Background: an optimization exercise with open tools, aiming at small area, a short achievable clock period and few clock cycles. Do not read the settings as production practice.
Function was checked by simulation only, so behaviour that the tests miss may differ from the original.
Power is estimated from default activity; no workload was simulated.

## config.mk

```make
export PLATFORM = sky130hd
export DESIGN_NAME = dsa_top
export DESIGN_NICKNAME = dsa_top
export VERILOG_FILES = /design/flow/design.v
export SDC_FILE = /design/flow/constraint.sdc
export NUM_CORES = 4
export LEC_CHECK = 0
export CAP_MARGIN = 20
export CORE_MARGIN = 2
export CORE_UTILIZATION = 40
export SLEW_MARGIN = 20
```

## constraint.sdc

```tcl
create_clock -name core_clock -period 12.5 [get_ports {clk}]
set_input_delay 2.5000 -clock core_clock [delete_from_list [all_inputs] [get_ports {clk}]]
set_output_delay 2.5000 -clock core_clock [all_outputs]
set_load 0.01 [all_outputs]
```

## design.v

```verilog
module fp32_fma (
    input         clk,
    input  [31:0] a,
    input  [31:0] b,
    input  [31:0] c,
    output [31:0] result
);
wire        sa = a[31], sb = b[31], sc = c[31];
wire [7:0]  ea = a[30:23], eb = b[30:23], ec = c[30:23];
wire [22:0] fa = a[22:0],  fb = b[22:0],  fc = c[22:0];
wire a_zero = (ea == 8'd0);
wire b_zero = (eb == 8'd0);
wire c_zero = (ec == 8'd0);
wire sp  = sa ^ sb;
wire sub = sp ^ sc;
wire [23:0] x = {1'b1, fa};
wire [23:0] y = {1'b1, fb};
wire [25:0] yy = {2'b00, y};
wire [47:0] row [0:12];
genvar gi;
generate
    for (gi = 0; gi < 12; gi = gi + 1) begin : g_booth
        wire y2 = yy[2*gi+1];
        wire y1 = yy[2*gi];
        wire y0 = (gi == 0) ? 1'b0 : yy[2*gi-1];
        wire one = y1 ^ y0;
        wire two = (y2 & ~y1 & ~y0) | (~y2 & y1 & y0);
        wire neg = y2;
        wire [24:0] mag = ({25{one}} & {1'b0, x}) | ({25{two}} & {x, 1'b0});
        wire [24:0] ppx = mag ^ {25{neg}};
        wire [27:0] r0 = (gi == 0) ? {~neg, neg, neg, ppx} : {1'b1, ~neg, ppx};
        wire        pn = (gi == 0) ? 1'b0 : yy[2*gi-1];
        wire [47:0] rr = ({20'd0, r0} << (2*gi)) | ({47'd0, pn} << ((gi == 0) ? 0 : 2*gi-2));
        assign row[gi] = rr;
    end
endgenerate
assign row[12] = ({24'd0, x & {24{y[23]}}} << 24) | ({47'd0, y[23]} << 22);
function [95:0] csa;
    input [47:0] p, q, r;
    reg [47:0] s, k;
    begin
        s = p ^ q ^ r;
        k = (p & q) | (p & r) | (q & r);
        csa = {k[46:0], 1'b0, s};
    end
endfunction
wire [95:0] t1a = csa(row[0], row[1], row[2]);
wire [95:0] t1b = csa(row[3], row[4], row[5]);
wire [95:0] t1c = csa(row[6], row[7], row[8]);
wire [95:0] t1d = csa(row[9], row[10], row[11]);
wire [95:0] t2a = csa(t1a[47:0], t1a[95:48], t1b[47:0]);
wire [95:0] t2b = csa(t1b[95:48], t1c[47:0], t1c[95:48]);
wire [95:0] t2c = csa(t1d[47:0], t1d[95:48], row[12]);
wire [95:0] t3a = csa(t2a[47:0], t2a[95:48], t2b[47:0]);
wire [95:0] t3b = csa(t2b[95:48], t2c[47:0], t2c[95:48]);
wire [95:0] t4a = csa(t3a[47:0], t3a[95:48], t3b[47:0]);
wire [95:0] t5a = csa(t4a[47:0], t4a[95:48], t3b[95:48]);
wire [9:0] rs_full = {2'b00, ea} + {2'b00, eb} - {2'b00, ec} - 10'd100;
wire [6:0] rs0 = rs_full[9] ? 7'd0 : (rs_full > 10'd76) ? 7'd76 : rs_full[6:0];
reg [47:0] s1_ps, s1_pc;
reg [6:0]  s1_rs;
always @(posedge clk) begin
    s1_ps <= t5a[47:0];
    s1_pc <= t5a[95:48];
    s1_rs <= rs0;
end
wire [47:0] prod = s1_ps + s1_pc;
wire [23:0] mc = c_zero ? 24'd0 : {1'b1, fc};
wire [75:0] c_wide = {1'b0, mc, 51'd0} >> s1_rs;
reg  [23:0] lowmask;
integer j;
always @(*)
    for (j = 0; j < 24; j = j + 1)
        lowmask[j] = ({1'b0, s1_rs} >= 8'd51 + j);
wire c_stk = |(mc & lowmask);
reg [47:0] s2_p;
reg [75:0] s2_cx;
always @(posedge clk) begin
    s2_p  <= prod;
    s2_cx <= {c_wide[75:1], c_stk} ^ {76{sub}};
end
wire [75:0] p_win = {27'd0, s2_p, 1'b0};
wire [75:0] hh = p_win ^ s2_cx;
wire [75:0] gg = p_win & s2_cx;
wire [75:0] pg_g [0:7];
wire [75:0] pg_p [0:7];
assign pg_g[0] = gg;
assign pg_p[0] = hh;
generate
    for (gi = 0; gi < 7; gi = gi + 1) begin : g_pfx
        genvar bi;
        for (bi = 0; bi < 76; bi = bi + 1) begin : g_bit
            if ((bi >> gi) & 1) begin : g_op
                localparam integer J = ((bi >> gi) << gi) - 1;
                assign pg_g[gi+1][bi] = pg_g[gi][bi] | (pg_p[gi][bi] & pg_g[gi][J]);
                assign pg_p[gi+1][bi] = pg_p[gi][bi] & pg_p[gi][J];
            end else begin : g_pass
                assign pg_g[gi+1][bi] = pg_g[gi][bi];
                assign pg_p[gi+1][bi] = pg_p[gi][bi];
            end
        end
    end
endgenerate
wire [75:0] cg = pg_g[7];
wire [75:0] cp = pg_p[7];
wire [75:0] sum0 = hh ^ {cg[74:0], 1'b0};
wire [75:0] sum1 = hh ^ ({cg[74:0], 1'b1} | {cp[74:0], 1'b1});
wire        neg  = sub & ~(cg[75] | cp[75]);
wire [75:0] mag  = ~sub ? sum0 : neg ? ~sum0 : sum1;
reg [75:0] s3_m;
reg        s3_neg;
always @(posedge clk) begin
    s3_m   <= mag;
    s3_neg <= neg;
end
wire [79:0] v = {s3_m, 4'b0000};
wire [9:0]  gnz;
generate
    for (gi = 0; gi < 10; gi = gi + 1) begin : g_nz
        assign gnz[gi] = |v[8*gi +: 8];
    end
endgenerate
wire [103:0] vp = {v, 24'd0};
wire [9:0]   por;     
assign por[0] = gnz[0];
generate
    for (gi = 1; gi < 10; gi = gi + 1) begin : g_por
        assign por[gi] = por[gi-1] | gnz[gi];
    end
endgenerate
wire [9:0] hot;
generate
    for (gi = 0; gi < 9; gi = gi + 1) begin : g_hot
        if (gi == 8) begin : g_top
            assign hot[gi] = gnz[9];
        end else begin : g_mid
            assign hot[gi] = gnz[gi+1] & ~|gnz[9:gi+2];
        end
    end
endgenerate
assign hot[9] = ~|gnz[9:1];
reg [3:0]  kc;
reg [31:0] vs;
reg        vstk;
integer k;
always @(*) begin
    kc = 4'd0;
    vs = 32'd0;
    vstk = 1'b0;
    for (k = 0; k < 9; k = k + 1) begin
        if (hot[k]) kc = kc | (4'd8 - k[3:0]);
        vs = vs | ({32{hot[k]}} & vp[8*k+8 +: 32]);
        if (k >= 3) vstk = vstk | (hot[k] & por[k-3]);
    end
    if (hot[9]) kc = 4'd9;
    vs = vs | ({32{hot[9]}} & vp[31:0]);
end
wire zero_sum = ~|gnz;
reg [31:0] s4_v;
reg        s4_stk;
reg [3:0]  s4_kc;
reg        s4_zero;
reg        s4_neg;
always @(posedge clk) begin
    s4_v    <= vs;
    s4_stk  <= vstk;
    s4_kc   <= kc;
    s4_zero <= zero_sum;
    s4_neg  <= s3_neg;
end
reg [2:0] kf;      
always @(*) begin
    casez (s4_v[31:24])
        8'b1???????: kf = 3'd0;
        8'b01??????: kf = 3'd1;
        8'b001?????: kf = 3'd2;
        8'b0001????: kf = 3'd3;
        8'b00001???: kf = 3'd4;
        8'b000001??: kf = 3'd5;
        8'b0000001?: kf = 3'd6;
        default:     kf = 3'd7;
    endcase
end
wire [31:0] nv    = s4_v << kf;
wire [23:0] mant  = nv[31:8];
wire        guard = nv[7];
wire        stick = (|nv[6:0]) | s4_stk;
wire        inc   = guard & (stick | mant[0]);
wire [24:0] mant_r = {1'b0, mant} + {24'd0, inc};
wire [10:0] e_pre = {3'd0, ea} + {3'd0, eb} - 11'd99 - {4'd0, s4_kc, 3'd0} - {8'd0, kf};
wire a_inf = (ea == 8'hff) && (fa == 23'd0);
wire b_inf = (eb == 8'hff) && (fb == 23'd0);
wire c_inf = (ec == 8'hff) && (fc == 23'd0);
wire a_nan = (ea == 8'hff) && (fa != 23'd0);
wire b_nan = (eb == 8'hff) && (fb != 23'd0);
wire c_nan = (ec == 8'hff) && (fc != 23'd0);
wire prod_inf  = a_inf | b_inf;
wire prod_zero = a_zero | b_zero;
wire res_nan = a_nan | b_nan | c_nan |
               (a_inf & b_zero) | (a_zero & b_inf) |
               (prod_inf & c_inf & sub);
wire c_big = ~c_zero & rs_full[9];
wire x_nan  = res_nan;
wire x_inf  = ~res_nan & (prod_inf | c_inf);
wire x_sinf = prod_inf ? sp : sc;
wire x_zero = ~res_nan & ~prod_inf & ~c_inf & prod_zero & c_zero;
wire x_c    = ~res_nan & ~prod_inf & ~c_inf & ~c_zero & (prod_zero | c_big);
reg [24:0] s5_m;
reg [10:0] s5_e;
reg        s5_zero, s5_neg;
reg        s5_nan, s5_inf, s5_sinf, s5_z, s5_c;
always @(posedge clk) begin
    s5_m      <= mant_r;
    s5_e      <= e_pre;
    s5_zero   <= s4_zero;
    s5_neg    <= s4_neg;
    s5_nan    <= x_nan;
    s5_inf    <= x_inf;
    s5_sinf   <= x_sinf;
    s5_z      <= x_zero;
    s5_c      <= x_c;
end
wire       rc    = s5_m[24];
wire [10:0] e_r  = s5_e + {10'd0, rc};
wire       e_ovf = ~e_r[10] & (e_r[9:0] >= 10'd255);
wire       e_unf = e_r[10] | (e_r == 11'd0);
wire       rsign = s5_neg ? sc : sp;
reg [31:0] res;
always @(*) begin
    if (s5_nan)
        res = 32'h7fc00000;
    else if (s5_inf)
        res = {s5_sinf, 8'hff, 23'd0};
    else if (s5_z)
        res = {sp & sc, 31'd0};
    else if (s5_c)
        res = c;
    else if (s5_zero)
        res = 32'd0;
    else if (e_ovf)
        res = {rsign, 8'hff, 23'd0};
    else if (e_unf)
        res = {rsign, 31'd0};
    else
        res = {rsign, e_r[7:0], s5_m[22:0]};
end
assign result = res;
endmodule
module core2float (
    input             clk_i,
    input             rst_i,
    input             strobe_i,
    input      [31:0] dev_addr_i,
    input             rw_i,
    input      [3:0]  byte_enable_i,
    input      [31:0] data_i,
    output reg        data_ready_o,
    output reg [31:0] data_o,
    output reg [31:0] float_a_data,
    output reg [31:0] float_b_data,
    output     [31:0] float_c_data,
    input      [31:0] float_result
);
wire [13:0] waddr = dev_addr_i[15:2];
wire raddr_status = (dev_addr_i[11:0] == 12'h8);
wire wr      = strobe_i & rw_i;
wire w_go    = wr & (waddr == 14'h1);
wire w_clear = wr & (waddr == 14'h3);
wire w_a     = wr & (waddr[13:10] == 4'd0) & (waddr[9:2] != 8'd0);
wire w_b     = wr & (waddr[13:10] != 4'd0);
wire rd_res  = strobe_i & ~rw_i & ~raddr_status;
reg [3:0] lanes;
always @(*) begin
    case (byte_enable_i)
        4'b1111: lanes = 4'b1111;
        4'b0001: lanes = 4'b0001;
        4'b0010: lanes = 4'b0010;
        4'b0100: lanes = 4'b0100;
        4'b1000: lanes = 4'b1000;
        default: lanes = 4'b0000;
    endcase
end
reg [31:0] result_q;    
reg        acc_valid;   
reg        done;        
reg [3:0]  busy;        
integer l;
always @(posedge clk_i) begin
    if (rst_i) begin
        float_a_data <= 32'd0;
        float_b_data <= 32'd0;
    end else begin
        for (l = 0; l < 4; l = l + 1) begin
            if (w_a & lanes[l]) float_a_data[8*l +: 8] <= data_i[8*l +: 8];
            if (w_b & lanes[l]) float_b_data[8*l +: 8] <= data_i[8*l +: 8];
        end
    end
end
always @(posedge clk_i) begin
    if (rst_i) begin
        busy <= 4'd0;
        done <= 1'b0;
        acc_valid <= 1'b0;
        result_q <= 32'd0;
        data_ready_o <= 1'b0;
    end else begin
        busy <= {busy[2:0], w_go};
        data_ready_o <= strobe_i;
        if (busy[0]) done <= 1'b1;
        else if (rd_res) done <= 1'b0;
        if (busy[3]) begin
            result_q <= float_result;
            acc_valid <= 1'b1;
        end else if (w_clear) begin
            acc_valid <= 1'b0;
        end
    end
end
wire [31:0] result_next = busy[3] ? float_result : result_q;
always @(posedge clk_i)
    data_o <= raddr_status ? {31'd0, done} : result_next;
assign float_c_data = acc_valid ? result_q : 32'd0;
endmodule
module dsa_top (
    input         clk,
    input         rst,
    input         strobe_i,
    input  [31:0] dev_addr_i,
    input         rw_i,
    input  [3:0]  byte_enable_i,
    input  [31:0] data_i,
    output        data_ready_o,
    output [31:0] data_o
);
wire [31:0] f_a, f_b, f_c, f_result;
core2float Data_feeder (
    .clk_i(clk),
    .rst_i(rst),
    .strobe_i(strobe_i),
    .dev_addr_i(dev_addr_i),
    .rw_i(rw_i),
    .byte_enable_i(byte_enable_i),
    .data_i(data_i),
    .data_ready_o(data_ready_o),
    .data_o(data_o),
    .float_a_data(f_a),
    .float_b_data(f_b),
    .float_c_data(f_c),
    .float_result(f_result)
);
fp32_fma float (
    .clk(clk),
    .a(f_a),
    .b(f_b),
    .c(f_c),
    .result(f_result)
);
endmodule
```

## flow/run.sh

```bash
#!/bin/bash
# Standard ORFS layout (the standard.sh), with timing repair aimed at a
# slack margin, so that repair_timing works on paths that already meet the
# clock period. The SDC, clock period and every other setting are the standard flow's.
set -euo pipefail
export SETUP_SLACK_MARGIN=${MARGIN:-8.5}
bash standard.sh > standard.log 2>&1
```

## standard.sh

```bash
#!/bin/bash
# synth_recipe.tcl (not shown) runs the flow's synth.tcl, then flattens the netlist and writes it again
# the make line also repeats each setting of config.mk as NAME=value (left out here)
make -C /OpenROAD-flow-scripts/flow DESIGN_CONFIG=/design/flow/config.mk WORK_HOME=/design/flow/orfs CLKGATE_MAP_FILE= SYNTH_SCRIPT=/design/flow/synth_recipe.tcl "${@:-finish}"
```

==> qor.yml, run 1 <==
dpl.hpwl_mm: 100
clk_latency_ns: 0.67
path_clk_slew_ns: 0.06
clock-sinks: 514
vias_per_cell: 6.01
synth_common_cells: "573 x nand2_1, 526 x nor2_1, 514 x dfxtp_1"
largest_voltage_drop_on_the_vdd_net_mv: 0.126
share_of_synthesized_cell_area_in_and_or_nand_and_nor_gates: 0.162
p_per_area_nw_per_um2: 120
synthDistinctLibCells: 88
clockRootBuffer: "clkbuf_16"
antennaDiodeCount: 0
vias: 40600
initial_util: 0.403
post_synth_instance_area_um2: 43000
fill_cells: 10200
synthArstFlopShare: 0
cts_made_buffers: 57
per_instance_average_area_after_synthesis_um2: 8.08
fmax_mhz: 241
slew_headroom: 0.230
first_iteration_detailed_routing_drc_count: 5006
fin_area_um2: 51100
drt.antenna.violating_nets: 0
fp.coreArea_um2: 107000
syn-num-nets: 5869
antenna_found_initial: 1
holdWs_ns: 0.325
first_pass_iters: 14
cellLeakagePower_uw: 0.0207
drv_cap: 0
period_share: 0.332
crit_path_start_kind: "flip-flop"
count_of_buffers_inserted_at_the_top_level_ports: 88
grt.overflow.total: 0
yosysWarningCount: 2
unrepaired_setup_endpoints_after_global_routing: "true"
wire_length_of_the_first_global_routing_pass_mm: 228
drv_slew: 0
multi_input_comb_area_um2: 31100
crit_type: "flip-flop to flip-flop"
detailed_place.area_um2: 44700
seq_area_frac_synth: 0.239
post-route-min-period_ns: 4.14
first_global_vias: 37800
report.final.setup_viol: 0
drcViolationCount: 0
core.rowCount: 120
top_level_ports: 105
layout.area.seq_um2: 10400
fp.dieW_um: 332
synth_compound_gate_area_share: 0.214
clock_path_buffers: 3
run_status: "finished clean"
crit_top_cell: "fa_1"
fin_setup_tns_ns: 0
data_required_time_at_the_worst_endpoint_ns: 13.08
number_of_enable_type_register_cells_in_the_synthesized_netlist: 0
yosys.area_share.adder: 0.195
place_inst: 6461
timing.critical_path.fanout_max: 6
die-height_um: 332
hold_viol_final: 0
arrival_ns: 4.73
yosys.cell_count.top_type: "nand2_1"
syn_inst: 5320
seq_cells_post_synth: 514
worst_slew_pin_slew_ns: 1.15
yosys.area.top_type_share: 0.239
critical-path-max-stage-delay_ns: 0.57
ys_dominant_reg_cell: "dfxtp_1"
tritoncts: "yes"
kind_of_cell_adding_the_most_delay_to_the_critical_path: "adder cells"
fin_ws_ns: 8.36
die_area_um2: 110000
finish.net_count: 5868
synth_top_family_by_area: "compound AO/OA/AOI/OAI gates"
critPathBufInv: 5
cts-htree-levels: 2
grt_start_max_net_pins: 71
cp_slowest_cell: "fa_1"
share_of_cell_area_taken_by_muxes_after_synthesis: 0.0594
critical_path.cell_chain: "buf_12 -> xor2_4 -> and2_4 -> clkbuf_16 -> a22oi_1 -> o21ai_1 -> fa_1 -> inv_1 -> fa_1 -> inv_2 -> fa_2 -> fa_1 -> inv_1 -> fa_2"
end_kind: "flip-flop"
gp_routability_congestion: 0.977
max_clock_skew_ns: 0.0379
area_delta_synth_final_pct: 18.8
routed_wirelength_mm: 152
holdBufCountCts: 0
synth_largest_area_cell: "dfxtp_1"
min-delay-path-class: "flip-flop to flip-flop"
final_layout_size_suffix_gt1_frac: 0.155
post_layout_nonfiller_instances: 6767
overall_routing_resource_usage: 0.262
yosys.area_share.xor_xnor: 0.0560
ff2ff_setup_slack_ns: 8.36
synthTopCellsByArea: "dfxtp_1 24%, fa_1 12%, ha_1 6.1%"
pre_cts_slack_ns: 7.12
wl_per_cell_um: 22.5
==> metrics by stage <==
| step | util | power, uW |
|---|---|---|
| floorplan | - | 3590 |
| global placement | 0.419 | 4120 |
| detailed placement | 0.419 | 4140 |
| CTS | 0.465 | 6020 |
| global route | 0.478 | 6450 |
| finish | 0.478 | 6140 |
==> report_power, final <==
part | switching (uW) | internal (uW)
combinational | 1230 | 927
clock | 743 | 1080
sequential | 251 | 1900
==> registers in the layout, indices dropped and copies added (netlist names), 42 cells and up <==
signal / cells
float.s2_cx: 76
float.s3_m: 76
float.s1_pc: 42
float.s2_p: 48
float.s1_ps: 48
==> layer usage <==
layer,share of wire,global-route usage,up-vias,wire [um]
met5,0.000059,0,-,9
met4,0.060,0.129,2,9170
met3,0.084,0.0379,551,12800
met2,0.45,0.425,2167,68600
met1,0.41,0.340,19300,61600
li1,-,-,18600,-
==> area by class of cell <==
class                   instances  area share
clock buffers                  71      0.0299
clock inverters                33      0.0102
inverters                     395      0.0305
multi-input cells            3987       0.609
flip-flops and latches        514       0.204
well taps                    1403      0.0344
repair buffers                362      0.0810
repair inverters                2    0.000318
==> layout by cell type (no fill, tap or decap), drive strengths merged, types with 21 or more instances in the layout <==
master,n
a22o,25
xor2,106
inv,391
and2,52
nand3,108
nor3,50
nand2,576
ha,211
clkbuf,78
a221oi,92
mux4,36
a21oi,367
dfxtp,514
a211oi,68
fa,266
o21ai,339
maj3,40
and3,33
o221ai,26
nor2b,62
o22ai,58
buf,256
a221o,37
a31oi,21
nor2,527
a22oi,153
clkdlybuf4s50,54
nand4,37
dlygate4sd2,33
xnor2,169
a21o,61
a222oi,24
mux2i,157
nor4,30
==> logic make-up (layout without fill, tap and decap cells) <==
kind of cell    count (synthesis)  after routing
compound gates               1413           1413
mux                           207            207
buf+inv                       831            863
fa+ha+maj                     517            517
xor+xnor                      275            275
flops                         514            514
simple gates                 1563           1575
==> worst paths after layout <==
| kind | from | to | cells past startpoint |
|---|---|---|---|
| worst max-delay path | Data_feeder.float_b_data[11] | float.s1_ps[28] | 14 |
| worst min-delay path | float.s1_ps[0] | float.s2_p[0] | 0 |
| worst max register to register | Data_feeder.float_b_data[11] | float.s1_ps[28] | 14 |
| worst min register to register | float.s1_ps[0] | float.s2_p[0] | 0 |
==> timing repair <==
item | 4_1_cts | 5_1_grt
cloned | 36 | 11
pin swaps | 107 | 125
endpoints found under the setup margin | 202 | 133
resized for setup | 486 | 219
buffers inserted | 97 | 58
Testbench counts, summed over its fixed seeds: cycles 10,304.
==> inputs of run 2 (changes only) <==
--- a/design.v
+++ b/design.v
@@ -55,15 +55,16 @@
 wire [95:0] t3b = csa(t2b[95:48], t2c[47:0], t2c[95:48]);
 wire [95:0] t4a = csa(t3a[47:0], t3a[95:48], t3b[47:0]);
-wire [95:0] t5a = csa(t4a[47:0], t4a[95:48], t3b[95:48]);
 wire [9:0] rs_full = {2'b00, ea} + {2'b00, eb} - {2'b00, ec} - 10'd100;
 wire [6:0] rs0 = rs_full[9] ? 7'd0 : (rs_full > 10'd76) ? 7'd76 : rs_full[6:0];
-reg [47:0] s1_ps, s1_pc;
+reg [47:0] s1_r0, s1_r1, s1_r2;
 reg [6:0]  s1_rs;
 always @(posedge clk) begin
-    s1_ps <= t5a[47:0];
-    s1_pc <= t5a[95:48];
+    s1_r0 <= t4a[47:0];
+    s1_r1 <= t4a[95:48];
+    s1_r2 <= t3b[95:48];
     s1_rs <= rs0;
 end
-wire [47:0] prod = s1_ps + s1_pc;
+wire [95:0] t5a = csa(s1_r0, s1_r1, s1_r2);
+wire [47:0] prod = t5a[47:0] + t5a[95:48];
 wire [23:0] mc = c_zero ? 24'd0 : {1'b1, fc};
 wire [75:0] c_wide = {1'b0, mc, 51'd0} >> s1_rs;
@@ -187,5 +188,5 @@
 wire        stick = (|nv[6:0]) | s4_stk;
 wire        inc   = guard & (stick | mant[0]);
-wire [24:0] mant_r = {1'b0, mant} + {24'd0, inc};
+wire        rcy   = inc & (&mant);
 wire [10:0] e_pre = {3'd0, ea} + {3'd0, eb} - 11'd99 - {4'd0, s4_kc, 3'd0} - {8'd0, kf};
 wire a_inf = (ea == 8'hff) && (fa == 23'd0);
@@ -206,10 +207,13 @@
 wire x_zero = ~res_nan & ~prod_inf & ~c_inf & prod_zero & c_zero;
 wire x_c    = ~res_nan & ~prod_inf & ~c_inf & ~c_zero & (prod_zero | c_big);
-reg [24:0] s5_m;
+reg [23:0] s5_m;
+reg        s5_inc, s5_rcy;
 reg [10:0] s5_e;
 reg        s5_zero, s5_neg;
 reg        s5_nan, s5_inf, s5_sinf, s5_z, s5_c;
 always @(posedge clk) begin
-    s5_m      <= mant_r;
+    s5_m      <= mant;
+    s5_inc    <= inc;
+    s5_rcy    <= rcy;
     s5_e      <= e_pre;
     s5_zero   <= s4_zero;
@@ -221,5 +225,6 @@
     s5_c      <= x_c;
 end
-wire       rc    = s5_m[24];
+wire [23:0] mant_r = s5_m + {23'd0, s5_inc};
+wire       rc    = s5_rcy;
 wire [10:0] e_r  = s5_e + {10'd0, rc};
 wire       e_ovf = ~e_r[10] & (e_r[9:0] >= 10'd255);
@@ -243,5 +248,5 @@
         res = {rsign, 31'd0};
     else
-        res = {rsign, e_r[7:0], s5_m[22:0]};
+        res = {rsign, e_r[7:0], mant_r[22:0]};
 end
 assign result = res;
==> run 2 against run 1 <==
Highest routed layer is now met4. Flip-flop and latch count up 28. Synthesized cell count up 0.68%. Largest cell class unchanged. Still clean. Combinational power down 15%. Die area up 1.2%.
==> qor.yml, run 2 <==
drcViolationCount: 0  # unchanged
power.share.switching: 0.357  # -0.00519
synth_common_cells: "645 x nand2_1, 542 x dfxtp_1, 451 x nor2_1"
fin_ws_ns: 8.54  # +0.186 ns
synthArstFlopShare: 0  # unchanged
overall_routing_resource_usage: 0.246  # -0.0156
synthDistinctLibCells: 92  # +4.5%
synth_largest_area_cell: "dfxtp_1"
yosys.cell_count.top_type: "nand2_1"
syn_inst: 5356  # +0.68%
final_common_cell: "nand2_1"
max_clock_skew_ns: 0.0507  # +0.0129 ns
worst_slew_pin_slew_ns: 1.14  # -0.00723 ns
vias: 38900  # -4.3%
clock-sinks: 542  # +5.4%
wire_length_of_the_first_global_routing_pass_mm: 218  # -4.6%
arrival_ns: 4.46  # -0.27 ns
fp.coreArea_um2: 108000  # +0.70%
cts-htree-levels: 2  # unchanged
wl_met3_mm: 10.9  # -15%
fp.dieW_um: 334  # +0.62%
p_total_uw: 5890  # -4.0%
end_kind: "flip-flop"
min-delay-path-class: "flip-flop to flip-flop"
largest_voltage_drop_on_the_vdd_net_mv: 0.103  # -18%
hold_viol_final: 0  # unchanged
detailed_place.area_um2: 45100  # +0.97%
number_of_enable_type_register_cells_in_the_synthesized_netlist: 0  # unchanged
wl_met1_mm: 61.3  # -0.51%
crit_top_cell: "fa_1"
first_pass_iters: 6  # -8
slew_headroom: 0.240  # +0.00988
synthTopCellsByArea: "dfxtp_1 25%, fa_1 12%, ha_1 6.0%"
first_iteration_detailed_routing_drc_count: 4320  # -14%
path_clk_slew_ns: 0.07  # about the same
fin_area_um2: 47900  # -6.2%
seq_cells_post_synth: 542  # +5.4%
run_status: "finished clean"
dpl.hpwl_mm: 102  # +1.7%
crit_type: "flip-flop to flip-flop"
fin_setup_tns_ns: 0  # unchanged
holdWs_ns: 0.294  # -0.0313 ns
first_global_vias: 36200  # -4.5%
yosys.area.top_type_share: 0.249  # +0.00991
core.rowCount: 120  # unchanged
period_share: 0.317  # -0.0149
cp_slowest_cell: "fa_1"
seq_area_frac_synth: 0.249  # +0.00991
internal_power_consumption_uw: 3790  # -3.2%
grt.overflow.total: 0  # unchanged
highest_routing_layer_actually_used: "met4"
post-route-min-period_ns: 3.96  # -0.186 ns
final_layout_size_suffix_gt1_frac: 0.0711  # -0.0837
timing.critical_path.fanout_max: 45  # +39
antennaDiodeCount: 0  # unchanged
clock_power_share: 0.309  # +0.011
yosysWarningCount: 2  # unchanged
fmax_mhz: 253  # +4.7%
routed_wirelength_mm: 142  # -6.7%
wl_per_cell_um: 21.4  # -4.7%
unrepaired_setup_endpoints_after_global_routing: "true"
initial_util: 0.405  # +0.00222
seq_power_share: 0.378  # +0.027
critical-path-max-stage-delay_ns: 0.54  # -0.03 ns
largestRegisters: "float.s2_cx: 76 flops, float.s3_m: 76 flops"
final_cell_mix: "634 x nand2_1, 510 x dfxtp_1, 434 x nor2_1, 381 x o21ai_0, 379 x a21oi_1"
pre_cts_slack_ns: 7.00  # -0.113 ns
critical_path.cell_chain: "clkbuf_8 -> and2_4 -> a21oi_1 -> o221ai_1 -> fa_1 -> fa_1 -> fa_1 -> inv_1 -> fa_1"
gp_routability_congestion: 0.966  # -1.1%
finish.net_count: 5719  # -2.5%
post_synth_instance_area_um2: 43500  # +1.3%
count_of_buffers_inserted_at_the_top_level_ports: 88  # unchanged
top_level_ports: 105  # unchanged
drv_cap: 0  # unchanged
crit_path_start_kind: "flip-flop"
pwr-share-comb: 0.313  # -0.038
cellLeakagePower_uw: 0.0191  # -7.9%
clock_path_buffers: 3  # unchanged
vias_per_cell: 5.87  # -2.3%
syn-num-nets: 5904  # +0.60%
switching_power_uw: 2100  # -5.3%
data_required_time_at_the_worst_endpoint_ns: 13.00  # -0.08 ns
per_instance_average_area_after_synthesis_um2: 8.12  # +0.58%
drt.antenna.violating_nets: 0  # unchanged
antenna_found_initial: 1  # unchanged
p_per_area_nw_per_um2: 123  # +2.4%
tritoncts: "yes"
clk_latency_ns: 0.67  # about the same
report.final.setup_viol: 0  # unchanged
area_delta_synth_final_pct: 10.1
grt_start_max_net_pins: 98  # +38%
holdBufCountCts: 0  # unchanged
die_area_um2: 111000  # +1.2%
route.met2.wl_mm: 64.1  # -6.6%
ys_dominant_reg_cell: "dfxtp_1"
cts_made_buffers: 60  # +5.3%
fill_cells: 10600  # +4.3%
drv_slew: 0  # unchanged
clockRootBuffer: "clkbuf_16"
die-height_um: 334  # +0.62%
[run 2: power groups by stage]
stage	logic (uW)	clock network, uW	registers (uW)
after CTS	1820	1860	2220
after detailed placement	1810	0	2260
final	1840	1820	2230
after floorplan	1360	0	2150
after global placement	1810	0	2260
after global routing	2020	1940	2250
[run 2: final timing paths]
check | startpoint | end | slack [ns] | cells past startpoint
min | float.s1_r0[2] | float.s2_p[2] | 0.29 | 0
min reg2reg | float.s1_r0[2] | float.s2_p[2] | 0.29 | 0
max reg2reg | Data_feeder.float_b_data[8] | float.s1_r0[20] | 8.54 | 9
max | Data_feeder.float_b_data[8] | float.s1_r0[20] | 8.54 | 9
[run 2: layout make-up]
cell class	count	area (um^2)	share of cell area
multi-input combinational	4076	30200	0.631
sequential	542	10900	0.228
timing repair buffer	179	1760	0.0367
tap	1403	1760	0.0366
clock buffer	81	1660	0.0347
inverter	312	1190	0.0249
clock inverter	30	365	0.00763
[run 2: through the flow]
stage	util	std cells
2_1_floorplan	-	5356
3_3_place_gp	0.420	6490
3_5_place_dp	0.420	6490
4_1_cts	0.441	6605
5_1_grt	0.446	6623
6_report	0.446	6623
[run 2: logic make-up after synthesis]
logic type                 after synthesis  synth area share
muxes                                  209            0.0526
buffers and inverters                  743            0.0660
AOI/OAI and AO/OA                     1450             0.216
adders and majority gates              517             0.192
DFF                                    542             0.249
and+or+nand+nor                       1618             0.168
xor gates and xnor gates               277            0.0558
[run 2: worst max-delay path: cells and delay by family, from the launching register on]
family	cells	cell delay, ns
fa+ha+maj	4	1.97
compound gates	2	0.50
flops	1	0.46
buf+inv	2	0.46
simple gates	1	0.35
[run 2: routing by layer]
| metal | vias to the layer above | track usage |
|---|---|---|
| met5 | - | 0 |
| met4 | 0 | 0.0885 |
| met3 | 269 | 0.0339 |
| met2 | 1688 | 0.393 |
| met1 | 18600 | 0.338 |
| li1 | 18300 | - |
[run 2: repair_timing]
item,in CTS,in global routing
pin swaps,5,9
setup buffers,3,14
resized for setup,99,91
cloned,1,4
endpoints found under the setup margin,165,126
Testbench counts of run 2, summed over its fixed seeds: cycles 10,304.
==> inputs of run 3 (changes only) <==
==> flow/run.sh (replaced) <==
#!/bin/bash
# Standard ORFS layout (the standard.sh) with two changes to how the
# layout is optimised; the SDC, clock period and all other settings are the standard flow's:
#  - timing repair aims at a slack margin, so that repair_timing also works
#    on paths that already meet the clock period;
#  - the port buffers that ORFS inserts on every input and output are buf_4
#    cells instead of the default delay buffer.
set -euo pipefail
export SETUP_SLACK_MARGIN=9.0
export BUFFER_PORTS_ARGS="-buffer_cell sky130_fd_sc_hd__buf_4"
bash standard.sh > standard.log 2>&1
==> run 3 against run 2 <==
Critical endpoint is now float.s1_r0[19]. Register-to-register slack better by 0.30 ns. Still clean. Clock-buffer cell count is 3 lower. Clock power is 3% higher. Worst hold slack better by 0.032 ns. Flip-flop and latch count stayed put. Cell count is 3.0% higher. Critical path type unchanged.
==> qor.yml, run 3 <==
run_status: "finished clean"
initial_util: 0.405  # unchanged
end_kind: "flip-flop"
core.rowCount: 120  # unchanged
synth_largest_area_cell: "dfxtp_1"
data_required_time_at_the_worst_endpoint_ns: 13.02  # +0.02 ns
top_level_ports: 105  # unchanged
fp.dieW_um: 334  # unchanged
seq_power_share: 0.370  # -0.008
drcViolationCount: 0  # unchanged
fin_setup_tns_ns: 0  # unchanged
power.share.switching: 0.358  # +0.00122
pwr-share-comb: 0.318  # +0.005
seq_cells_post_synth: 542  # unchanged
largest_voltage_drop_on_the_vdd_net_mv: 0.131  # +27%
fin_area_um2: 52300  # +9.3%
area_delta_synth_final_pct: 20.3
detailed_place.area_um2: 45100  # -0.12%
fp.coreArea_um2: 108000  # unchanged
timing.critical_path.fanout_max: 6  # -87%
report.final.setup_viol: 0  # unchanged
post_synth_instance_area_um2: 43500  # unchanged
number_of_enable_type_register_cells_in_the_synthesized_netlist: 0  # unchanged
drv_slew: 0  # unchanged
first_pass_iters: 9  # +3
critical-path-max-stage-delay_ns: 0.61  # +0.07 ns
drt.antenna.violating_nets: 0  # unchanged
clock-sinks: 542  # unchanged
period_share: 0.293  # -0.0237
crit_type: "flip-flop to flip-flop"
cts-htree-levels: 2  # unchanged
yosys.area.top_type_share: 0.249  # unchanged
vias: 41300  # +6.2%
fill_cells: 10100  # -4.7%
first_global_vias: 38600  # +6.7%
finish.net_count: 5915  # +3.4%
clock_path_buffers: 3  # unchanged
post_layout_nonfiller_instances: 6820  # +3.0%
place_inst: 6493  # +0.046%
antenna_found_initial: 2  # +1
unrepaired_setup_endpoints_after_global_routing: "true"
post-route-min-period_ns: 3.66  # -0.296 ns
largestRegisters: "float.s2_cx: 76 flops, float.s3_m: 76 flops"
path_clk_slew_ns: 0.06  # about the same
die-height_um: 334  # unchanged
overall_routing_resource_usage: 0.271  # +0.0249
critPathBufInv: 5  # +3
synthDistinctLibCells: 92  # unchanged
antennaDiodeCount: 0  # unchanged
dpl.hpwl_mm: 103  # +0.74%
crit_path_start_kind: "flip-flop"
vias_per_cell: 6.05  # +3.1%
per_instance_average_area_after_synthesis_um2: 8.12  # unchanged
final_layout_size_suffix_gt1_frac: 0.184  # +0.113
clk_latency_ns: 0.68  # about the same
syn-num-nets: 5904  # unchanged
p_per_area_nw_per_um2: 115  # -6.2%
synthTopCellsByArea: "dfxtp_1 25%, fa_1 12%, ha_1 6.0%"
tritoncts: "yes"
grt_start_max_net_pins: 70  # -29%
final_cell_mix: "622 x nand2_1, 463 x dfxtp_1, 427 x nor2_1, 353 x a21oi_1, 310 x o21ai_0"
syn_inst: 5356  # unchanged
final_common_cell: "nand2_1"
worst_slew_pin_slew_ns: 1.22  # +0.0828 ns
synth_common_cells: "645 x nand2_1, 542 x dfxtp_1, 451 x nor2_1"
first_iteration_detailed_routing_drc_count: 5030  # +16%
internal_power_consumption_uw: 3880  # +2.3%
kind_of_cell_adding_the_most_delay_to_the_critical_path: "adder cells"
cellLeakagePower_uw: 0.0209  # +9.6%
clockRootBuffer: "clkbuf_16"
yosysWarningCount: 2  # unchanged
wl_per_cell_um: 23.4  # +9.1%
critical_path.cell_chain: "buf_12 -> xor2_4 -> and2_4 -> buf_12 -> a22oi_2 -> o21ai_1 -> fa_2 -> inv_2 -> fa_1 -> inv_2 -> fa_2 -> inv_1 -> fa_1"
switching_power_uw: 2160  # +2.8%
synthArstFlopShare: 0  # unchanged
routed_wirelength_mm: 159  # +12%
seq_area_frac_synth: 0.249  # unchanged
ys_dominant_reg_cell: "dfxtp_1"
hold_viol_final: 0  # unchanged
gp_routability_congestion: 0.969  # +0.34%
grt.overflow.total: 0  # unchanged
drv_cap: 0  # unchanged
count_of_buffers_inserted_at_the_top_level_ports: 88  # unchanged
slew_headroom: 0.179  # -0.0607
holdBufCountCts: 0  # unchanged
wire_length_of_the_first_global_routing_pass_mm: 236  # +8.6%
die_area_um2: 111000  # unchanged
min-delay-path-class: "flip-flop to flip-flop"
arrival_ns: 4.18  # -0.28 ns
cts_made_buffers: 59  # -1.7%
cp_slowest_cell: "fa_2"
fmax_mhz: 273  # +8.1%
yosys.cell_count.top_type: "nand2_1"
clock_power_share: 0.312  # +0.003
max_clock_skew_ns: 0.0463  # -0.00438 ns
==> run 3: cell counts after synthesis <==
No cell type changed its count.
==> run 3: stage by stage <==
step	total power, uW	hold WS [ns]	util	setup slack [ns]
2_1_floorplan	3520	0.310	-	8.70
3_3_place_gp	4070	0.312	0.419	7.61
3_5_place_dp	4070	0.312	0.419	7.63
4_1_cts	6010	0.327	0.471	8.82
5_1_grt	6340	0.331	0.487	8.79
6_report	6040	0.326	0.487	8.84
==> run 3: final cells by class <==
type	instances	area [um^2]	share of cell area
multi-input cells	4091	31900	0.610
repair buffers	361	4260	0.0814
clock buffers	78	1680	0.0321
well taps	1403	1760	0.0335
clock inverters	33	448	0.00856
inverters	312	1260	0.0240
flip-flops and latches	542	11000	0.211
==> run 3: worst paths after layout <==
kind,startpoint,to,slack (ns),cells after the start
min reg2reg,float.s3_neg,float.s4_neg,0.33,0
max,Data_feeder.float_b_data[13],float.s1_r0[19],8.84,13
max reg2reg,Data_feeder.float_b_data[13],float.s1_r0[19],8.84,13
min,float.s3_neg,float.s4_neg,0.33,0
==> run 3: layer usage <==
layer | global-route usage | routed length (um) | part of all wire | up-vias
li1 | - | - | - | 18800
met1 | 0.357 | 64000 | 0.40 | 19600
met2 | 0.426 | 70300 | 0.44 | 2325
met3 | 0.0402 | 14500 | 0.091 | 559
met4 | 0.149 | 10600 | 0.067 | 0
met5 | 0 | 0 | 0 | -
==> run 3: logic make-up after synthesis <==
| family | Yosys count | synth area share |
|---|---|---|
| AOI/OAI and AO/OA | 1450 | 0.216 |
| xor gates and xnor gates | 277 | 0.0558 |
| adders and majority gates | 517 | 0.192 |
| buffers and inverters | 743 | 0.0660 |
| DFF | 542 | 0.249 |
| muxes | 209 | 0.0526 |
| and+or+nand+nor | 1618 | 0.168 |
==> run 3: repair_timing <==
action / 4_1_cts / 5_1_grt
endpoints found under the setup margin: 288 / 237
pin swaps: 102 / 108
gates resized for setup: 475 / 289
buffers inserted: 103 / 62
cloned: 40 / 11
==> run 3: power by group through the flow <==
stage,combinational [uW],clock [uW],sequential [uW]
floorplan,1360,0,2150
global placement,1800,0,2270
detailed placement,1800,0,2270
CTS,1860,1920,2230
global route,2090,1990,2250
finish,1920,1880,2230
==> inputs of run 4 (changes only) <==
--- a/design.v
+++ b/design.v
@@ -314,10 +314,7 @@
         if (busy[0]) done <= 1'b1;
         else if (rd_res) done <= 1'b0;
-        if (busy[3]) begin
-            result_q <= float_result;
-            acc_valid <= 1'b1;
-        end else if (w_clear) begin
-            acc_valid <= 1'b0;
-        end
+        if (busy[3]) result_q <= float_result;
+        if (w_clear) acc_valid <= 1'b0;
+        else if (busy[3]) acc_valid <= 1'b1;
     end
 end
--- a/flow/run.sh
+++ b/flow/run.sh
@@ -7,5 +7,5 @@
 #    cells instead of the default delay buffer.
 set -euo pipefail
-export SETUP_SLACK_MARGIN=9.0
+export SETUP_SLACK_MARGIN=8.6
 export BUFFER_PORTS_ARGS="-buffer_cell sky130_fd_sc_hd__buf_4"
 bash standard.sh > standard.log 2>&1
==> run 4 against run 3 <==
Global-route usage down 2.3 points. Clock skew up 0.010 ns. Flip-flop and latch count unchanged. Clock power about the same. Synthesized area down 1.0%. Critical endpoint is now float.s1_r0[15].
==> qor.yml, run 4 <==
run_status: "finished clean"
yosysWarningCount: 2  # unchanged
synthDistinctLibCells: 93  # +1.1%
first_pass_iters: 8  # -1
clock-sinks: 542  # unchanged
syn-num-nets: 5888  # -0.27%
per_instance_average_area_after_synthesis_um2: 8.06  # -0.74%
pre_cts_slack_ns: 7.77  # +0.134 ns
number_of_enable_type_register_cells_in_the_synthesized_netlist: 0  # unchanged
critical_path.cell_chain: "buf_6 -> xor2_1 -> and2_4 -> buf_4 -> a221oi_2 -> fa_1 -> inv_1 -> fa_1 -> inv_1 -> fa_1 -> fa_1"
crit_type: "flip-flop to flip-flop"
crit_top_cell: "fa_1"
period_share: 0.308  # +0.0152
data_required_time_at_the_worst_endpoint_ns: 13.00  # -0.02 ns
wire_length_of_the_first_global_routing_pass_mm: 219  # -7.5%
area_delta_synth_final_pct: 10.9
gp_routability_congestion: 0.953  # -1.6%
post-route-min-period_ns: 3.85  # +0.190 ns
yosys.area.top_type_share: 0.252  # +0.00251
initial_util: 0.403  # -0.00179
ys_dominant_reg_cell: "dfxtp_1"
seq_cells_post_synth: 542  # unchanged
hold_viol_final: 0  # unchanged
antennaDiodeCount: 0  # unchanged
routed_wirelength_mm: 144  # -9.8%
syn_inst: 5342  # -0.26%
wl_per_cell_um: 21.7  # -7.1%
arrival_ns: 4.35  # +0.17 ns
critical-path-max-stage-delay_ns: 0.58  # -0.03 ns
path_clk_slew_ns: 0.07  # about the same
grt.overflow.total: 0  # unchanged
cellLeakagePower_uw: 0.0189  # -9.4%
clockRootBuffer: "clkbuf_16"
min-delay-path-class: "flip-flop to flip-flop"
drcViolationCount: 0  # unchanged
drv_cap: 0  # unchanged
synthTopCellsByArea: "dfxtp_1 25%, fa_1 12%, ha_1 6.0%"
grt_start_max_net_pins: 99  # +41%
core.rowCount: 120  # unchanged
count_of_buffers_inserted_at_the_top_level_ports: 88  # unchanged
cts-htree-levels: 2  # unchanged
worst_slew_pin_slew_ns: 1.17  # -0.0517 ns
drt.antenna.violating_nets: 0  # unchanged
clock_path_buffers: 3  # unchanged
final_layout_size_suffix_gt1_frac: 0.0970  # -0.0869
tritoncts: "yes"
p_per_area_nw_per_um2: 121  # +5.3%
overall_routing_resource_usage: 0.248  # -0.0228
final_cell_mix: "622 x nand2_1, 506 x dfxtp_1, 476 x nor2_1, 397 x o21ai_0, 390 x a21oi_1"
synthArstFlopShare: 0  # unchanged
crit_path_start_kind: "flip-flop"
first_global_vias: 36200  # -6.2%
drv_slew: 0  # unchanged
slew_headroom: 0.219  # +0.0399
fin_setup_tns_ns: 0  # unchanged
vias_per_cell: 5.87  # -3.0%
largestRegisters: "float.s2_cx: 76 flops, float.s3_m: 76 flops"
synth_common_cells: "632 x nand2_1, 542 x dfxtp_1, 492 x nor2_1"
yosys.cell_count.top_type: "nand2_1"
fp.dieW_um: 332  # -0.49%
die-height_um: 332  # -0.49%
kind_of_cell_adding_the_most_delay_to_the_critical_path: "adder cells"
finish.net_count: 5715  # -3.4%
top_level_ports: 105  # unchanged
p_total_uw: 5800  # -3.9%
fp.coreArea_um2: 107000  # -0.56%
critPathBufInv: 4  # -1
largest_voltage_drop_on_the_vdd_net_mv: 0.122  # -6.6%
seq_area_frac_synth: 0.252  # +0.00251
max_clock_skew_ns: 0.0564  # +0.0101 ns
post_synth_instance_area_um2: 43100  # -1.0%
unrepaired_setup_endpoints_after_global_routing: "true"
cts_made_buffers: 59  # unchanged
timing.critical_path.fanout_max: 20  # +14
end_kind: "flip-flop"
dpl.hpwl_mm: 102  # -0.95%
clk_latency_ns: 0.69  # about the same
fin_ws_ns: 8.65  # -0.190 ns
report.final.setup_viol: 0  # unchanged
synth_largest_area_cell: "dfxtp_1"
vias: 38900  # -5.8%
first_iteration_detailed_routing_drc_count: 4408  # -12%
fmax_mhz: 260  # -4.9%
final_common_cell: "nand2_1"
die_area_um2: 110000  # -0.99%
cp_slowest_cell: "fa_1"
antenna_found_initial: 4  # +2
## run 4: cell type report
class / count / area, um^2
Timing Repair Buffer: 183 / 1740
Sequential cell: 542 / 10900
Clock buffer: 71 / 1610
Multi-Input combinational cell: 4061 / 30000
Inverter: 322 / 1240
Fill cell: 10500 / 59100
Clock inverter: 39 / 477
Tap cell: 1403 / 1760
## run 4: path summary, 6_finish.rpt
check | cells after the start | slack (ns) | startpoint | endpoint
max | 11 | 8.65 | Data_feeder.float_b_data[3] | float.s1_r0[15]
min | 0 | 0.33 | float.s1_r0[0] | float.s2_p[0]
max reg2reg | 11 | 8.65 | Data_feeder.float_b_data[3] | float.s1_r0[15]
min reg2reg | 0 | 0.33 | float.s1_r0[0] | float.s2_p[0]
## run 4: worst reg2reg max path, stage by stage, from the launching register on
cell and delay (ns):
dfxtp_4 0.47, buf_6 0.26, xor2_1 0.22, and2_4 0.27, buf_4 0.26, a221oi_2 0.10
fa_1 0.58, inv_1 0.06, fa_1 0.48, inv_1 0.05, fa_1 0.49, fa_1 0.47
## run 4: layer usage
metal	track usage	part of all wire	up-vias	wire [um]
met2	0.403	0.45	1671	65000
met4	0.0968	0.049	6	7070
met1	0.336	0.43	18600	61700
met5	0	0.00030	-	43
li1	-	-	18200	-
met3	0.0297	0.070	296	10100
## run 4: stage by stage
stage | std cells | hold WS [ns] | util | area [um^2]
floorplan | 5342 | 0.310 | - | 43100
global placement | 6485 | 0.313 | 0.417 | 44600
detailed placement | 6486 | 0.312 | 0.417 | 44600
finish | 6621 | 0.327 | 0.447 | 47800
CTS | 6602 | 0.331 | 0.441 | 47100
global route | 6621 | 0.337 | 0.447 | 47800
## run 4: logic make-up after synthesis
| group | synth area share |
|---|---|
| muxes | 0.0533 |
| and+or+nand+nor | 0.168 |
| DFF | 0.252 |
| xor gates and xnor gates | 0.0565 |
| AOI/OAI and AO/OA | 0.212 |
| adders and majority gates | 0.193 |
| buffers and inverters | 0.0658 |
## run 4: power by group
part	internal, uW	leakage, uW	switching, uW	total (uW)
combinational	704	0.0135	984	1690
sequential	1980	0.00445	259	2240
clock	1060	0.000980	814	1870
## run 4: what timing repair did
action / in CTS / in global routing
endpoints found under the setup margin: 111 / 114
hold buffers: 0 / 0
pin swaps: 3 / 12
gates resized for setup: 99 / 102
setup buffers: 4 / 6
cloned: 2 / 13
Testbench counts of run 4, summed over its fixed seeds: cycles 10,304.
==> inputs of run 5 (changes only) <==
--- a/flow/run.sh
+++ b/flow/run.sh
@@ -7,5 +7,5 @@
 #    cells instead of the default delay buffer.
 set -euo pipefail
-export SETUP_SLACK_MARGIN=8.6
+export SETUP_SLACK_MARGIN=8.75
 export BUFFER_PORTS_ARGS="-buffer_cell sky130_fd_sc_hd__buf_4"
 bash standard.sh > standard.log 2>&1
--- a/config.mk
+++ b/config.mk
@@ -6,4 +6,5 @@
 export NUM_CORES = 4
 export LEC_CHECK = 0
+export ABC_AREA = 1
 export CAP_MARGIN = 20
 export CORE_MARGIN = 2
==> run 5 against run 4 <==
Still clean on timing, DRC and antenna. Core utilization is 0.33 points higher. Via count grew 6.6%. Worst hold slack got worse by 0.0032 ns. Register-to-register slack improved by 0.03 ns. Total power is 30% higher. Flip-flop and latch count stayed put. Sequential share of layout area fell by 0.34 points. Synthesized cell count increased by 12%. Cell count increased by 12%. Clock-buffer cell count rose by 10. Clock power up 6%. Non-clock buffer count decreased by 24. Highest routed layer unchanged.
==> qor.yml, run 5 <==
min_from: "float.s3_neg"
final_common_cell: "nand2_1"
path_clk_slew_ns: 0.06  # about the same
clockRootBuffer: "clkbuf_16"
hold_viol_final: 0  # unchanged
drv_cap: 0  # unchanged
yosysWarningCount: 2  # unchanged
synthTopCellsByArea: "dfxtp_1 25%, fa_1 12%, nand2_1 11%"
first_pass_iters: 8  # unchanged
synthDistinctLibCells: 60  # -35%
drcViolationCount: 0  # unchanged
wl_per_cell_um: 20.8  # -4.2%
drt.antenna.violating_nets: 0  # unchanged
timing.critical_path.fanout_max: 23  # +15%
first_iteration_detailed_routing_drc_count: 4057  # -8.0%
seq_cells_post_synth: 542  # unchanged
end_kind: "flip-flop"
antennaDiodeCount: 0  # unchanged
synthArstFlopShare: 0  # unchanged
area_delta_synth_final_pct: 11.6
core.rowCount: 120  # unchanged
syn-num-nets: 6541  # +11%
cellLeakagePower_uw: 0.0222  # +17%
seq_area_frac_synth: 0.251  # -0.000897
per_instance_average_area_after_synthesis_um2: 7.21  # -11%
period_share: 0.306  # -0.00245
yosys.cell_count.top_type: "nand2_1"
post-route-min-period_ns: 3.82  # -0.0307 ns
crit_path_start: "Data_feeder.float_b_data[11]"
run_status: "finished clean"
largest_voltage_drop_on_the_vdd_net_mv: 0.110  # -10%
grt_start_max_net_pins: 90  # -9.1%
cts-htree-levels: 3  # +1
place_inst: 7230  # +11%
ys_dominant_reg_cell: "dfxtp_1"
finish.net_count: 6489  # +14%
max_clock_skew_ns: 0.0240  # -0.0324 ns
yosys.area.top_type_share: 0.251  # -0.000897
synth_largest_area_cell: "dfxtp_1"
p_per_area_nw_per_um2: 156  # +28%
dpl.hpwl_mm: 113  # +11%
routed_wirelength_mm: 154  # +7.0%
drv_slew: 0  # unchanged
tritoncts: "yes"
antenna_found_initial: 2  # -2
vias_per_cell: 5.60  # -4.6%
cts_made_buffers: 66  # +12%
fp.dieW_um: 333  # +0.18%
top_level_ports: 105  # unchanged
holdBufCountCts: 0  # unchanged
report.final.setup_viol: 0  # unchanged
post_layout_nonfiller_instances: 7394  # +12%
min-delay-path-class: "flip-flop to flip-flop"
unrepaired_setup_endpoints_after_global_routing: "true"
slew_headroom: 0.207  # -0.0116
count_of_buffers_inserted_at_the_top_level_ports: 88  # unchanged
gp_routability_congestion: 0.956  # +0.23%
fp.coreArea_um2: 107000  # +0.28%
clk_latency_ns: 0.64  # -0.05 ns
data_required_time_at_the_worst_endpoint_ns: 12.98  # -0.02 ns
wire_length_of_the_first_global_routing_pass_mm: 232  # +6.0%
clock-sinks: 542  # unchanged
holdWs_ns: 0.324  # -0.00316 ns
fill_cells: 10900  # +3.7%
grt.overflow.total: 0  # unchanged
fmax_mhz: 262  # +0.80%
number_of_enable_type_register_cells_in_the_synthesized_netlist: 0  # unchanged
arrival_ns: 4.30  # -0.05 ns
largestRegisters: "float.s2_cx: 76 flops, float.s3_m: 76 flops"
overall_routing_resource_usage: 0.269  # +0.0205
final_cell_mix: "1256 x nand2_1, 722 x inv_1, 565 x nand3_1, 530 x dfxtp_1, 375 x nor2_1"
clock_path_buffers: 3  # unchanged
fin_setup_tns_ns: 0  # unchanged
crit_type: "flip-flop to flip-flop"
die-height_um: 333  # +0.18%
first_global_vias: 39300  # +8.7%
die_area_um2: 111000  # +0.35%
crit_path_start_kind: "flip-flop"
syn_inst: 5995  # +12%
vias: 41400  # +6.6%
initial_util: 0.403  # about the same
synth_common_cells: "1292 x nand2_1, 729 x inv_1, 567 x nand3_1"
final_layout_size_suffix_gt1_frac: 0.0826  # -0.0143
worst_slew_pin_slew_ns: 1.18  # +0.00627 ns
worstReg2RegStart: "Data_feeder.float_b_data[11]"
post_synth_instance_area_um2: 43200  # +0.36%
==> run 5: changes by cell type after synthesis, moves of 157 or more <==
cell / previous run / this run
nand2_1: 632 / 1292
nand3_1: 75 / 567
inv_1: 316 / 729
o22ai_1: 20 / 288
xor2_1: 113 / 370
o21ai_0: 404 / 207
a22oi_1: 182 / 10
clkbuf_1: 358 / 191
mux2i_1: 158 / 1
==> run 5: critical path, cell delays in order (launching register included) <==
cell,delay (ns)
dfxtp_4,0.42
or2_2,0.40
nand2_2,0.14
nand2_8,0.17
o22ai_1,0.21
xor2_1,0.20
fa_1,0.47
fa_1,0.50
fa_1,0.60
inv_1,0.07
fa_1,0.48
==> run 5: worst paths after layout <==
| check | endpoint | depth (start not counted) | slack (ns) |
|---|---|---|---|
| min | float.s4_neg | 0 | 0.32 |
| min reg2reg | float.s4_neg | 0 | 0.32 |
| max reg2reg | float.s1_r0[25] | 10 | 8.68 |
| max | float.s1_r0[25] | 10 | 8.68 |
==> run 5: final cells by class <==
class,count,area (um^2),share of cell area
repair buffers,159,1380,0.0286
well taps,1403,1760,0.0364
repair inverters,6,42.5,0.000881
clock inverters,35,402,0.00832
multi-input cells,4392,28900,0.599
inverters,776,3050,0.0633
flip-flops and latches,542,10900,0.225
clock buffers,81,1830,0.0380
==> run 5: stage by stage <==
stage	area, um^2	setup slack [ns]	total power [uW]	util
after floorplan	43300	8.75	4460	-
final	48300	8.68	7530	0.450
after global routing	48300	8.53	8020	0.450
after detailed placement	44700	7.57	5470	0.417
after global placement	44700	7.62	5460	0.417
after CTS	47600	8.71	7500	0.444
==> run 5: per-layer routing <==
layer  part of all wire  vias to the layer above  track usage
li1                   -                    19600            -
met1               0.41                    19600        0.337
met2               0.46                     1790        0.439
met3              0.072                      453       0.0435
met4              0.061                        2        0.151
met5           0.000085                        -            0
==> run 5: logic make-up (layout without fill, tap and decap cells) <==
family                     after synthesis  count (layout)  synth area share
xor gates and xnor gates               407             407            0.0826
muxes                                    1               1          0.000232
adders and majority gates              474             474             0.183
DFF                                    542             542             0.251
buffers and inverters                 1066            1057            0.0959
AOI/OAI and AO/OA                     1002            1002             0.135
and+or+nand+nor                       2503            2508             0.252
==> run 5: repair_timing <==
action                                  CTS  global route
buffers inserted                         17            14
cloned                                    8             7
resized for setup                       136            90
pin swaps                                 5             3
endpoints found under the setup margin  163           136
==> run 5: where the power goes <==
| group | internal [uW] | switching [uW] | leakage (uW) | total [uW] |
|---|---|---|---|---|
| Combinational | 1050 | 2150 | 0.0167 | 3200 |
| Sequential | 2070 | 278 | 0.00445 | 2340 |
| Clock | 1190 | 797 | 0.00109 | 1990 |
| Total | 4310 | 3220 | 0.0222 | 7530 |
==> inputs of run 6 (changes only) <==
--- a/config.mk
+++ b/config.mk
@@ -6,5 +6,4 @@
 export NUM_CORES = 4
 export LEC_CHECK = 0
-export ABC_AREA = 1
 export CAP_MARGIN = 20
 export CORE_MARGIN = 2
==> run 6 against run 5 <==
Non-clock buffer count rose by 88. Highest routed layer is now met4. Sequential power down 4%. Design area increased by 1.4%. First-iteration DRC count grew 15%. Setup slack improved by 0.13 ns.
==> qor.yml, run 6 <==
crit_path_start_kind: "flip-flop"
first_pass_iters: 6  # -2
first_global_vias: 36300  # -7.7%
crit_type: "flip-flop to flip-flop"
drcViolationCount: 0  # unchanged
min_from: "float.s1_r0[2]"
drv_slew: 0  # unchanged
finish.net_count: 5782  # -11%
clock-sinks: 542  # unchanged
fill_cells: 10400  # -4.3%
ff2ff_setup_slack_ns: 8.81  # +0.13 ns
run_status: "finished clean"
post-route-min-period_ns: 3.69  # -0.128 ns
wl_per_cell_um: 22.2  # +6.8%
cts-htree-levels: 2  # -1
post_layout_nonfiller_instances: 6690  # -9.5%
fmax_mhz: 271  # +3.5%
clockRootBuffer: "clkbuf_16"
yosys.area.top_type_share: 0.252  # +0.000897
drv_cap: 0  # unchanged
max_clock_skew_ns: 0.0595  # +0.0355 ns
p_per_area_nw_per_um2: 120  # -23%
ff2ff_path_depth: 11  # +1
unrepaired_setup_endpoints_after_global_routing: "true"
fin_ws_ns: 8.81  # +0.128 ns
per_instance_average_area_after_synthesis_um2: 8.06  # +12%
die-height_um: 332  # -0.18%
holdPathEnd: "float.s2_p[2]"
dpl.hpwl_mm: 101  # -10%
die_area_um2: 110000  # -0.35%
period_share: 0.295  # -0.0103
final_common_cell: "nand2_1"
antennaDiodeCount: 0  # unchanged
worst_slew_pin_slew_ns: 1.11  # -0.0666 ns
syn-num-nets: 5888  # -10%
clock_path_buffers: 3  # unchanged
ys_dominant_reg_cell: "dfxtp_1"
layout.area.seq_um2: 10900  # +0.61%
tritoncts: "yes"
post_synth_instance_area_um2: 43100  # -0.36%
synth_common_cells: "632 x nand2_1, 542 x dfxtp_1, 492 x nor2_1"
synthTopCellsByArea: "dfxtp_1 25%, fa_1 12%, ha_1 6.0%"
grt.overflow.total: 0  # unchanged
fp.dieW_um: 332  # -0.18%
fin_setup_tns_ns: 0  # unchanged
seq_area_frac_synth: 0.252  # +0.000897
routed_wirelength_mm: 149  # -3.4%
timing.critical_path.fanout_max: 17  # -26%
hold_viol_final: 0  # unchanged
fp.coreArea_um2: 107000  # -0.28%
yosys.cell_count.top_type: "nand2_1"
count_of_buffers_inserted_at_the_top_level_ports: 88  # unchanged
vias_per_cell: 5.89  # +5.3%
initial_util: 0.403  # about the same
gp_routability_congestion: 0.938  # -1.9%
largestRegisters: "float.s2_cx: 76 flops, float.s3_m: 76 flops"
final_cell_mix: "621 x nand2_1, 501 x dfxtp_1, 472 x nor2_1, 387 x o21ai_0, 384 x a21oi_1"
min-delay-path-class: "flip-flop to flip-flop"
synthArstFlopShare: 0  # unchanged
place_inst: 6483  # -10%
drt.antenna.violating_nets: 0  # unchanged
syn_inst: 5342  # -11%
end_kind: "flip-flop"
antenna_found_initial: 2  # unchanged
cellLeakagePower_uw: 0.0196  # -12%
clk_latency_ns: 0.70  # +0.06 ns
wire_length_of_the_first_global_routing_pass_mm: 221  # -4.6%
top_level_ports: 105  # unchanged
core.rowCount: 120  # unchanged
slew_headroom: 0.259  # +0.0519
number_of_enable_type_register_cells_in_the_synthesized_netlist: 0  # unchanged
min_path_cells: 0  # unchanged
first_iteration_detailed_routing_drc_count: 4650  # +15%
synth_largest_area_cell: "dfxtp_1"
final_layout_size_suffix_gt1_frac: 0.118  # +0.0352
pre_cts_slack_ns: 7.59  # +0.0155 ns
r2r-end: "float.s1_r0[26]"
yosysWarningCount: 2  # unchanged
data_required_time_at_the_worst_endpoint_ns: 13.03  # +0.05 ns
multi_input_comb_area_um2: 30300  # +4.7%
grt_start_max_net_pins: 99  # +10%
path_clk_slew_ns: 0.06  # about the same
cts_made_buffers: 60  # -9.1%
holdWs_ns: 0.326  # +0.00160 ns
largest_voltage_drop_on_the_vdd_net_mv: 0.106  # -3.1%
area_delta_synth_final_pct: 13.6
seq_cells_post_synth: 542  # unchanged
worstReg2RegStart: "Data_feeder.float_b_data[5]"
vias: 39400  # -4.7%
synthDistinctLibCells: 93  # +55%
overall_routing_resource_usage: 0.252  # -0.0161
arrival_ns: 4.22  # -0.08 ns
report.final.setup_viol: 0  # unchanged
run 6: changes by cell type after synthesis, sizes merged, moves of 160 or more:
| cell | before | now |
|---|---|---|
| a22oi | 10 | 182 |
| clkbuf | 191 | 358 |
| inv | 755 | 320 |
| mux2i | 1 | 162 |
| nand2 | 1318 | 633 |
| nand3 | 573 | 75 |
| o21ai | 255 | 415 |
| o22ai | 288 | 21 |
| xor2 | 371 | 113 |
run 6: timing repair:
item	in CTS	in global routing
cloned	10	21
endpoints found under the hold margin	0	0
setup endpoints to repair	150	126
buffers inserted	19	43
hold buffers	0	0
resized for setup	159	146
pin swaps	11	29
run 6: cell families after synthesis:
group	synth area share
xor+xnor	0.0565
fa+ha+maj	0.193
mux	0.0533
compound gates	0.212
flops	0.252
simple gates	0.168
buf+inv	0.0658
run 6: worst max path at each step:
| stage | start | slack, ns | endpoint | cells past startpoint |
|---|---|---|---|---|
| 2_1_floorplan | dev_addr_i[9] | 8.70 | Data_feeder.data_o[15] | 5 |
| 3_3_place_gp | Data_feeder.float_b_data[17] | 7.64 | float.s1_r0[19] | 13 |
| 3_5_place_dp | Data_feeder.float_b_data[17] | 7.59 | float.s1_r0[19] | 13 |
| 4_1_cts | float.s2_p[0] | 8.73 | float.s3_m[14] | 12 |
| 5_1_grt | float.s3_m[73] | 8.69 | float.s4_v[24] | 9 |
| 6_report | Data_feeder.float_b_data[5] | 8.81 | float.s1_r0[26] | 11 |
run 6: final cells by class:
cell class | count | share of cell area
Multi-Input combinational cell | 4063 | 0.618
Sequential cell | 542 | 0.224
Timing Repair Buffer | 247 | 0.0515
Tap cell | 1403 | 0.0359
Clock buffer | 76 | 0.0342
Inverter | 322 | 0.0255
Clock inverter | 37 | 0.0107
run 6: where the power goes:
group          switching [uW]  total, uW  internal [uW]  leakage, uW
clock                     795       1940           1140      0.00106
sequential                256       2240           1980      0.00445
combinational             997       1710            717       0.0141
run 6: per-stage QoR:
stage	util	instance area [um^2]	total power, uW
4_1_cts	0.446	47700	5880
3_5_place_dp	0.417	44600	3910
5_1_grt	0.458	48900	6180
2_1_floorplan	-	43200	3370
6_report	0.458	48900	5890
3_3_place_gp	0.417	44600	3900
run 6: worst max-delay path: stages, from the launching register on:
cell and delay [ns]:
dfxtp_4 0.41, buf_12 0.17, xor2_1 0.19, and2_1 0.22
buf_4 0.26, a22oi_1 0.10, o21ai_0 0.16, fa_1 0.55
fa_1 0.48, fa_1 0.51, inv_1 0.05, fa_1 0.46
run 6: layer usage:
layer | vias to the layer above | routed length, um | track usage
li1 | 18400 | - | -
met1 | 18800 | 62200 | 0.344
met2 | 1911 | 66700 | 0.404
met3 | 384 | 11900 | 0.0295
met4 | 0 | 7950 | 0.105
met5 | - | 0 | 0

separate check: timing with driven ports:
The flow's constraints put no driver on any port. The routed layouts listed below were extracted and timed again, unchanged, in two steps. Step 1 assumes that a clkbuf_16 drives the clock port and a buf_2 every other input. Step 2 moves the port delays by t, midway between the first and last clock arrival at a register: inputs arrive t later, outputs are due t later. That takes back most of the time a late clock gives input paths. a / b / c = ideal / step 1 / step 2; a / b = the first two.
| run | shift t [ns] | setup slack, ns | hold WS [ns] | slew at the worst register clock pin (ns) | worst data-port slew with drivers (ns) |
|---|---|---|---|---|---|
| run 1 | 0.722 | 8.356 / 8.356 / 7.861 | 0.325 / 0.325 / 0.325 | 0.07 / 0.07 | 0.07 |
| run 2 | 0.718 | 8.542 / 8.542 / 7.898 | 0.294 / 0.294 / 0.294 | 0.07 / 0.07 | 0.08 |
| run 3 | 0.740 | 8.838 / 8.795 / 8.360 | 0.326 / 0.326 / 0.326 | 0.07 / 0.07 | 0.05 |
| run 4 | 0.730 | 8.648 / 8.648 / 8.074 | 0.327 / 0.327 / 0.327 | 0.08 / 0.08 | 0.05 |
| run 5 | 0.695 | 8.678 / 8.678 / 8.039 | 0.324 / 0.324 / 0.324 | 0.07 / 0.07 | 0.05 |
| run 6 | 0.745 | 8.807 / 8.762 / 8.157 | 0.326 / 0.326 / 0.326 | 0.07 / 0.07 | 0.05 |
After both steps setup and hold are still met in every run listed. For run 6, which loses most, drivers alone change the setup slack by -0.045 ns; drivers and shift together by -0.650 ns.
